Source: an optimization exercise on an open RTL-to-GDS flow (aim: small area and a short achievable clock period). Production flows keep margins and buffers that such runs may drop. Function was checked by simulation only, so behaviour that the tests miss may differ from the original. Power figures rest on the tool's default switching activity, not on a simulated workload.

==> inputs of job 7775 <==
Design DCPU, start of the top module:
module DCPU(
  input  wire       CLK,
  input  wire       RST,
  input  wire       EN,
  input  wire       Start,
  output wire[7:0]  InstMemAddr,
  input  wire[15:0] Inst,
  output wire[7:0]  DataMemAddr,
  input  wire[15:0] DataIn,
  output wire       DataMemWE,
  output wire[15:0] DataOut
);
clock: 5.0 ns
lec_check: 0
abc_area: 1
cap_margin: 20
core_margin: 2
core_utilization: 40
setup_slack_margin: 2.5
slew_margin: 20
run.sh (not shown) runs the stock make flow with config.mk's settings and CLKGATE_MAP_FILE= SYNTH_SCRIPT=/design/flow/synth_recipe.tcl, a recipe that flattens the netlist after the stock synthesis.
==> job 614: changes against job 7775 <==
==> flow/design.v (replaced) <==
module ALU(
  input  wire[3:0]  OPC,
  input  wire[15:0] IN1,
  input  wire[15:0] IN2,
  input  wire       ICF,
  output wire[15:0] OUT,
  output wire       OCF
);
  wire [16:0] sum = {1'b0, IN1} + {1'b0, IN2} + {16'b0, ICF};
  wire [15:0] lx = IN1 ^ IN2;
  wire [15:0] la = IN1 & IN2;
  wire [3:0]  sa   = IN2[3:0];
  wire        left = ~OPC[1];
  wire [3:0]  k    = sa ^ {4{left}};
  wire [15:0] r1 = k[0] ? {IN1[0],   IN1[15:1]} : IN1;
  wire [15:0] r2 = k[1] ? {r1[1:0],  r1[15:2]}  : r1;
  wire [15:0] r3 = k[2] ? {r2[3:0],  r2[15:4]}  : r2;
  wire [15:0] r4 = k[3] ? {r3[7:0],  r3[15:8]}  : r3;
  wire        fill = OPC[0] & IN1[15];
  wire [15:0] t;    
  wire [15:0] sh;
  genvar j;
  generate
    for (j = 0; j < 16; j = j + 1) begin : g_sh
      assign t[j]  = (j >= sa);
      assign sh[j] = left ? (t[j] & r4[(j+1)%16])
                          : (t[15-j] ? r4[j] : fill);
    end
  endgenerate
  wire        snz = |sa;
  wire selSum = ~OPC[3] & ~OPC[2] & OPC[0];
  wire cEn    = ~OPC[3] & ~OPC[2] & ~OPC[1] & OPC[0];
  wire selX   = ~OPC[3] &  OPC[2] & ~OPC[0];
  wire selA   = ~OPC[3] &  OPC[2] & (OPC[1] | OPC[0]);
  wire selSh  =  OPC[3];
  assign OUT = ({16{selSum}} & sum[15:0])
             | ({16{selX}}   & lx)
             | ({16{selA}}   & la)
             | ({16{selSh}}  & sh);
  assign OCF = (cEn & sum[16])
             | (selSh & snz & (left ? r4[1] : r4[15]));
endmodule
module DCPU(
  input  wire       CLK,
  input  wire       RST,
  input  wire       EN,
  input  wire       Start,
  output wire[7:0]  InstMemAddr,
  input  wire[15:0] Inst,
  output wire[7:0]  DataMemAddr,
  input  wire[15:0] DataIn,
  output wire       DataMemWE,
  output wire[15:0] DataOut
);
  localparam [4:0] NOP  = 5'b00000, HALT = 5'b00001, LOAD = 5'b00010,
                   STORE= 5'b00011, CMP  = 5'b00100, BE   = 5'b00101,
                   JUMP = 5'b00110, JMPR = 5'b00111, BZ   = 5'b01000,
                   BNZ  = 5'b01001, BN   = 5'b01010, BNN  = 5'b01011,
                   BC   = 5'b01100, BNC  = 5'b01101, BB   = 5'b01110,
                   BS   = 5'b01111, ADD  = 5'b10000, ADDI = 5'b10001,
                   ADDC = 5'b10010, SUB  = 5'b10011, SUBI = 5'b10100,
                   SUBB = 5'b10101, INC  = 5'b10110, LDIL = 5'b10111,
                   LDIH = 5'b11000, XOR  = 5'b11001, AND  = 5'b11010,
                   OR   = 5'b11011, SLL  = 5'b11100, SLA  = 5'b11101,
                   SRL  = 5'b11110, SRA  = 5'b11111;
  localparam [3:0] A_ZERO = 4'b0000, A_ADD = 4'b0001, A_SUB = 4'b0011,
                   A_XOR  = 4'b0100, A_AND = 4'b0101, A_OR  = 4'b0110,
                   A_SLL  = 4'b1000, A_SRL = 4'b1010, A_SRA = 4'b1011;
  reg        state;           
  reg [7:0]  PC;
  reg        PCSt;
  reg [1:0]  BrSt;
  reg [15:0] IDIR;
  reg [4:0]  EXop;            
  reg [2:0]  EXrd;            
  reg [3:0]  EXOP;            
  reg        EXCF;            
  reg [15:0] EXRA, EXRB, EXSD;
  reg [4:0]  MRop;
  reg [2:0]  MRrd;
  reg [15:0] MRRC;
  reg        MRCF;
  reg        MRDW;
  reg [15:0] MRSD;
  reg        WBwe;            
  reg        WBhalt;          
  reg [2:0]  WBrd;
  reg [15:0] WBRC;
  reg [15:0] GR [0:7];
  wire [15:0] ALUOUT;
  wire        ALUOCF;
  ALU ALUM(.OPC(EXOP), .IN1(EXRA), .IN2(EXRB), .ICF(EXCF),
           .OUT(ALUOUT), .OCF(ALUOCF));
  assign InstMemAddr = PC;
  assign DataMemAddr = MRRC[7:0];
  assign DataMemWE   = MRDW;
  assign DataOut     = MRSD;
  wire run = state;
  always @(posedge CLK, posedge RST)
    if (RST) state <= 1'b0;
    else if (!state) state <= EN & Start;
    else             state <= EN & ~WBhalt;
  wire ctrlInst = (Inst[15:14] == 2'b01) | (Inst[15:11] == BE) |
                  (Inst[15:11] == JUMP)  | (Inst[15:11] == JMPR);
  wire mrZ = (MRRC == 16'b0);
  wire mrN = MRRC[15];
  wire take = (MRop == JUMP) | (MRop == JMPR) |
              (((MRop == BZ) | (MRop == BE)) &  mrZ) |
              ((MRop == BNZ) & ~mrZ) |
              (((MRop == BN) | (MRop == BS)) &  mrN) |
              (((MRop == BNN) | (MRop == BB)) & ~mrN) |
              ((MRop == BC)  &  MRCF) |
              ((MRop == BNC) & ~MRCF);
  wire stall = (Inst == 16'h0002) & ~PCSt;
  always @(posedge CLK, posedge RST)
    if (RST) begin
      IDIR <= 16'b0; PC <= 8'b0; PCSt <= 1'b0; BrSt <= 2'b0;
    end else if (run) begin
      IDIR <= (BrSt == 2'b00) ? Inst : 16'b0;
      BrSt <= (BrSt == 2'b00) ? {1'b0, ctrlInst} : BrSt + 2'b01;
      if (take) begin
        PC <= MRRC[7:0]; PCSt <= 1'b0;
      end else if (stall) begin
        PCSt <= 1'b1;
      end else begin
        if (BrSt == 2'b00) PC <= PC + 8'd1;
        PCSt <= 1'b0;
      end
    end
  wire [4:0] iop = IDIR[15:11];
  wire [2:0] r1  = IDIR[10:8];
  wire [2:0] r2  = IDIR[6:4];
  wire [2:0] r3  = IDIR[2:0];
  wire d_ls    = (iop == LOAD) | (iop == STORE);
  wire d_store = (iop == STORE);
  wire d_imm8  = (iop == BE) | (iop == JMPR) | (iop[4:3] == 2'b01) |
                 (iop == ADDI) | (iop == SUBI);
  wire d_ldi   = (iop == JUMP) | (iop == LDIL) | (iop == LDIH);
  wire d_inc   = (iop == INC);
  wire regA    = ~d_ldi;
  wire regB    = ~(d_ls | d_imm8 | d_ldi | d_inc);
  wire [2:0] iA = d_imm8  ? r1 : r2;
  wire [2:0] iB = d_store ? r1 : r3;
  wire hEX = EXop[4];
  wire hMR = MRop[4] | (MRop == LOAD);
  wire aEX = hEX & (iA == EXrd);
  wire aMR = hMR & (iA == MRrd);
  wire aWB = WBwe & (iA == WBrd);
  wire bEX = hEX & (iB == EXrd);
  wire bMR = hMR & (iB == MRrd);
  wire bWB = WBwe & (iB == WBrd);
  wire sAEX  = aEX;
  wire sAMRa = ~aEX & aMR &  MRop[4];
  wire sAMRl = ~aEX & aMR & ~MRop[4];
  wire sAWB  = ~aEX & ~aMR & aWB;
  wire sAGR  = ~aEX & ~aMR & ~aWB;
  wire sBEX  = bEX;
  wire sBMRa = ~bEX & bMR &  MRop[4];
  wire sBMRl = ~bEX & bMR & ~MRop[4];
  wire sBWB  = ~bEX & ~bMR & bWB;
  wire sBGR  = ~bEX & ~bMR & ~bWB;
  reg [15:0] grA, grB;
  integer n;
  always @(*) begin
    grA = 16'b0; grB = 16'b0;
    for (n = 0; n < 8; n = n + 1) begin
      grA = grA | ({16{sAGR & (iA == n)}} & GR[n]);
      grB = grB | ({16{sBGR & (iB == n)}} & GR[n]);
    end
  end
  wire [15:0] fwdA = ({16{sAEX}}  & ALUOUT) | ({16{sAMRa}} & MRRC) |
                     ({16{sAMRl}} & DataIn) | ({16{sAWB}}  & WBRC) | grA;
  wire [15:0] fwdB = ({16{sBEX}}  & ALUOUT) | ({16{sBMRa}} & MRRC) |
                     ({16{sBMRl}} & DataIn) | ({16{sBWB}}  & WBRC) | grB;
  wire [15:0] immB = d_ls               ? {12'b0, IDIR[3:0]} :
                     (iop == LDIH)      ? {IDIR[7:0], 8'b0}  :
                     (d_imm8 | d_ldi)   ? {8'b0, IDIR[7:0]}  : 16'b0;
  reg [3:0] dop;
  always @(*)
    case (iop)
      CMP:                    dop = A_ZERO;
      SUB, SUBI, SUBB:        dop = A_SUB;
      XOR:                    dop = A_XOR;
      AND:                    dop = A_AND;
      OR:                     dop = A_OR;
      SLL, SLA:               dop = A_SLL;
      SRL:                    dop = A_SRL;
      SRA:                    dop = A_SRA;
      default:                dop = A_ADD;
    endcase
  wire dcf = ((iop == ADDC) &  MRCF) | ((iop == SUBB) & ~MRCF) |
             (iop == SUB) | (iop == SUBI) | (iop == INC);
  always @(posedge CLK, posedge RST)
    if (RST) begin
      EXop <= 5'b0; EXrd <= 3'b0; EXOP <= A_ZERO; EXCF <= 1'b0;
      EXRA <= 16'b0; EXRB <= 16'b0; EXSD <= 16'b0;
    end else if (run) begin
      EXop <= iop;
      EXrd <= r1;
      EXOP <= dop;
      EXCF <= dcf;
      EXRA <= {16{regA}} & fwdA;
      EXRB <= (({16{regB}} & fwdB) | immB) ^ {16{dop == A_SUB}};
      EXSD <= {16{d_store}} & fwdB;
    end
  always @(posedge CLK, posedge RST)
    if (RST) begin
      MRop <= 5'b0; MRrd <= 3'b0; MRRC <= 16'b0; MRCF <= 1'b0;
      MRDW <= 1'b0; MRSD <= 16'b0;
    end else if (run) begin
      MRop <= EXop;
      MRrd <= EXrd;
      MRRC <= ALUOUT;
      MRCF <= ALUOCF;
      MRDW <= (EXop == STORE);
      MRSD <= EXSD;
    end
  always @(posedge CLK, posedge RST)
    if (RST) begin
      WBwe <= 1'b0; WBhalt <= 1'b0; WBrd <= 3'b0; WBRC <= 16'b0;
    end else begin
      WBwe   <= run & hMR;
      WBhalt <= run & (MRop == HALT);
      WBrd   <= MRrd;
      WBRC   <= (MRop == LOAD) ? DataIn : MRRC;
    end
  genvar g;
  generate
    for (g = 0; g < 8; g = g + 1) begin : g_gr
      always @(posedge CLK, posedge RST)
        if (RST)                              GR[g] <= 16'b0;
        else if (run & WBwe & (WBrd == g))    GR[g] <= WBRC;
    end
  endgenerate
endmodule
Settings changed: SETUP_SLACK_MARGIN 2.5 to 3.
==> job 1694: changes against job 7775 <==
--- a/flow/design.v
+++ b/flow/design.v
@@ -203,101 +203,80 @@
   wire sBMRl = regBu & ~fBEX & fBMR & ~MRop[4];
   wire sBWB  = regBu & ~fBEX & ~fBMR & wbB;
   wire sBGR  = regBu & ~fBEX & ~fBMR & ~wbB;
   reg [15:0] grA, grB;
   integer n;
   always @(*) begin
     grA = 16'b0; grB = 16'b0;
     for (n = 0; n < 8; n = n + 1) begin
-      grA = grA | ({16{IDa[n] & GRV[n]}} & GR[n]);
-      grB = grB | ({16{IDb[n] & GRV[n]}} & GR[n]);
+      grA = grA | ({16{IDa[n]}} & GR[n]);
+      grB = grB | ({16{IDb[n]}} & GR[n]);
     end
   end
   wire [15:0] fwdA = ({16{sAEX}}  & ALUOUT) | ({16{sAMRa}} & MRRC) |
                      ({16{sAMRl}} & DataIn) | ({16{sAWB}}  & WBRC) | ({16{sAGR}} & grA);
-  wire [15:0] fwdB = ({16{sBEX}}  & ALUOUT) | ({16{sBMRa}} & MRRC) |
+  wire [15:0] oB   = ({16{sBMRa}} & MRRC) |
                      ({16{sBMRl}} & DataIn) | ({16{sBWB}}  & WBRC) | ({16{sBGR}} & grB);
   wire [15:0] immB = d_ls               ? {12'b0, IDIR[3:0]} :
                      (iop == LDIH)      ? {IDIR[7:0], 8'b0}  :
                      (d_imm8 | d_ldi)   ? {8'b0, IDIR[7:0]}  : 16'b0;
-  always @(*)
-    case (EXop)
-      CMP:                    EXOP = A_ZERO;
-      SUB, SUBI, SUBB:        EXOP = A_SUB;
-      XOR:                    EXOP = A_XOR;
-      AND:                    EXOP = A_AND;
-      OR:                     EXOP = A_OR;
-      SLL, SLA:               EXOP = A_SLL;
-      SRL:                    EXOP = A_SRL;
-      SRA:                    EXOP = A_SRA;
-      default:                EXOP = A_ADD;
-    endcase
   reg [3:0] dop;
   always @(*)
     case (iop)
       CMP:                    dop = A_ZERO;
       SUB, SUBI, SUBB:        dop = A_SUB;
       XOR:                    dop = A_XOR;
       AND:                    dop = A_AND;
       OR:                     dop = A_OR;
       SLL, SLA:               dop = A_SLL;
       SRL:                    dop = A_SRL;
       SRA:                    dop = A_SRA;
       default:                dop = A_ADD;
     endcase
+  wire dsub = (dop == A_SUB);
+  wire bEXr = sBEX & IDregB;     
   wire dcf = ((iop == ADDC) &  MRCF) | ((iop == SUBB) & ~MRCF) |
              (iop == SUB) | (iop == SUBI) | (iop == INC);
   always @(posedge CLK, posedge RST)
     if (RST) begin
-      EXop <= 5'b0; EXCF <= 1'b0; EXSD <= 16'b0;
-      EXRA <= 16'b0; EXRB <= 16'b0;
-    end else if (run) begin
+      EXop <= 5'b0; EXrd <= 3'b0; EXOP <= A_ZERO; EXCF <= 1'b0;
+      EXRA <= 16'b0; EXRB <= 16'b0; EXSD <= 16'b0;
+    end else if (run) begin
+      EXop <= iop;
+      EXrd <= r1;
+      EXOP <= dop;
+      EXCF <= dcf;
       EXRA <= fwdA;
-      EXRB <= (({16{IDregB}} & fwdB) | immB) ^ {16{dop == A_SUB}};
-      EXop <= iop;
-      EXCF <= dcf;
-      EXSD <= {16{IDst}} & fwdB;
-    end
-  always @(posedge CLK)
-    if (run) begin
-      EXrd <= r1;
-    end
-  always @(posedge CLK, posedge RST)
-    if (RST) begin
-      MRop <= 5'b0; MRRC[7:0] <= 8'b0; MRCF <= 1'b0;
+      EXRB <= ({16{bEXr}} & (ALUOUT ^ {16{dsub}})) |
+              ({16{~bEXr}} & ((({16{IDregB}} & oB) | immB) ^ {16{dsub}}));
+      EXSD <= ({16{sBEX & IDst}} & ALUOUT) | ({16{IDst}} & oB);
+    end
+  always @(posedge CLK, posedge RST)
+    if (RST) begin
+      MRop <= 5'b0; MRrd <= 3'b0; MRRC <= 16'b0; MRCF <= 1'b0;
       MRDW <= 1'b0; MRSD <= 16'b0;
     end else if (run) begin
       MRop <= EXop;
-      MRRC[7:0] <= ALUOUT[7:0];
+      MRrd <= EXrd;
+      MRRC <= ALUOUT;
       MRCF <= ALUOCF;
       MRDW <= (EXop == STORE);
       MRSD <= EXSD;
     end
-  always @(posedge CLK)
-    if (run) begin
-      MRrd <= EXrd;
-      MRRC[15:8] <= ALUOUT[15:8];
-    end
-  always @(posedge CLK, posedge RST)
-    if (RST) begin
-      WBwe <= 1'b0; WBhalt <= 1'b0;
+  always @(posedge CLK, posedge RST)
+    if (RST) begin
+      WBwe <= 1'b0; WBhalt <= 1'b0; WBrd <= 3'b0; WBRC <= 16'b0;
     end else begin
       WBwe   <= run & wWB;
       WBhalt <= run & (MRop == HALT);
-    end
-  always @(posedge CLK) begin
-    WBrd <= MRrd;
-    WBRC <= (MRop == LOAD) ? DataIn : MRRC;
-  end
-  reg [7:0] GRV;
+      WBrd   <= MRrd;
+      WBRC   <= (MRop == LOAD) ? DataIn : MRRC;
+    end
   genvar g;
   generate
     for (g = 0; g < 8; g = g + 1) begin : g_gr
-      wire wr = run & WBwe & (WBrd == g);
-      always @(posedge CLK)
-        if (wr) GR[g] <= WBRC;
       always @(posedge CLK, posedge RST)
-        if (RST)     GRV[g] <= 1'b0;
-        else if (wr) GRV[g] <= 1'b1;
+        if (RST)                              GR[g] <= 16'b0;
+        else if (run & WBwe & (WBrd == g))    GR[g] <= WBRC;
     end
   endgenerate
 endmodule
Settings changed: SETUP_SLACK_MARGIN 2.5 to 2.7.
==> comparison <==
Die area: job 614 > job 1694 > job 7775.
Of job 614 and job 1694, job 1694 has the higher setup slack (gap 600 ps).
Power: job 7775 is lower than job 614 (about 26%).
Against job 1694, the area after synthesis of job 614 is higher by about 1.1%.
Sequential cell count: job 7775 is higher than job 1694 (4).
Of job 1694 and job 7775, job 1694 has the higher cell area (gap 1.7%, measured against job 7775).
The highest synthesized cell count belongs to job 614, the lowest to job 7775.
The highest non-clock buffer count belongs to job 614, the lowest to job 1694.

==> separate check: timing with driven ports <==
The results above use ideal ports. As a check the final layouts listed here were re-extracted and re-timed, cells and wires unchanged. Step 1: set_driving_cell puts a clkbuf_16 on CLK and a buf_2 on each other input, an assumption about the parent block. Step 2, shift: input delay + t, output delay - t, t = (earliest + latest rising clock arrival at the registers) / 2. This alone moves slack from input paths to output paths. Three values: ideal, step 1, step 2; two values: the first two.
run | t, ns | setup slack, ns | worst setup path after step 2 | worst register clock-pin slew, ns
job 7775 | 0.609 | 2.103 / 2.103 / 2.051 | input to register | 0.06 / 0.06
job 614 | 0.620 | 1.904 / 1.904 / 1.904 | register to register | 0.07 / 0.07
job 1694 | 0.585 | 2.502 / 2.502 / 2.121 | input to register | 0.07 / 0.07
After both steps setup and hold are still met in every run listed. The setup slack of job 1694, which loses most, moves by 0.000 ns with the drivers and by -0.381 ns with both steps.
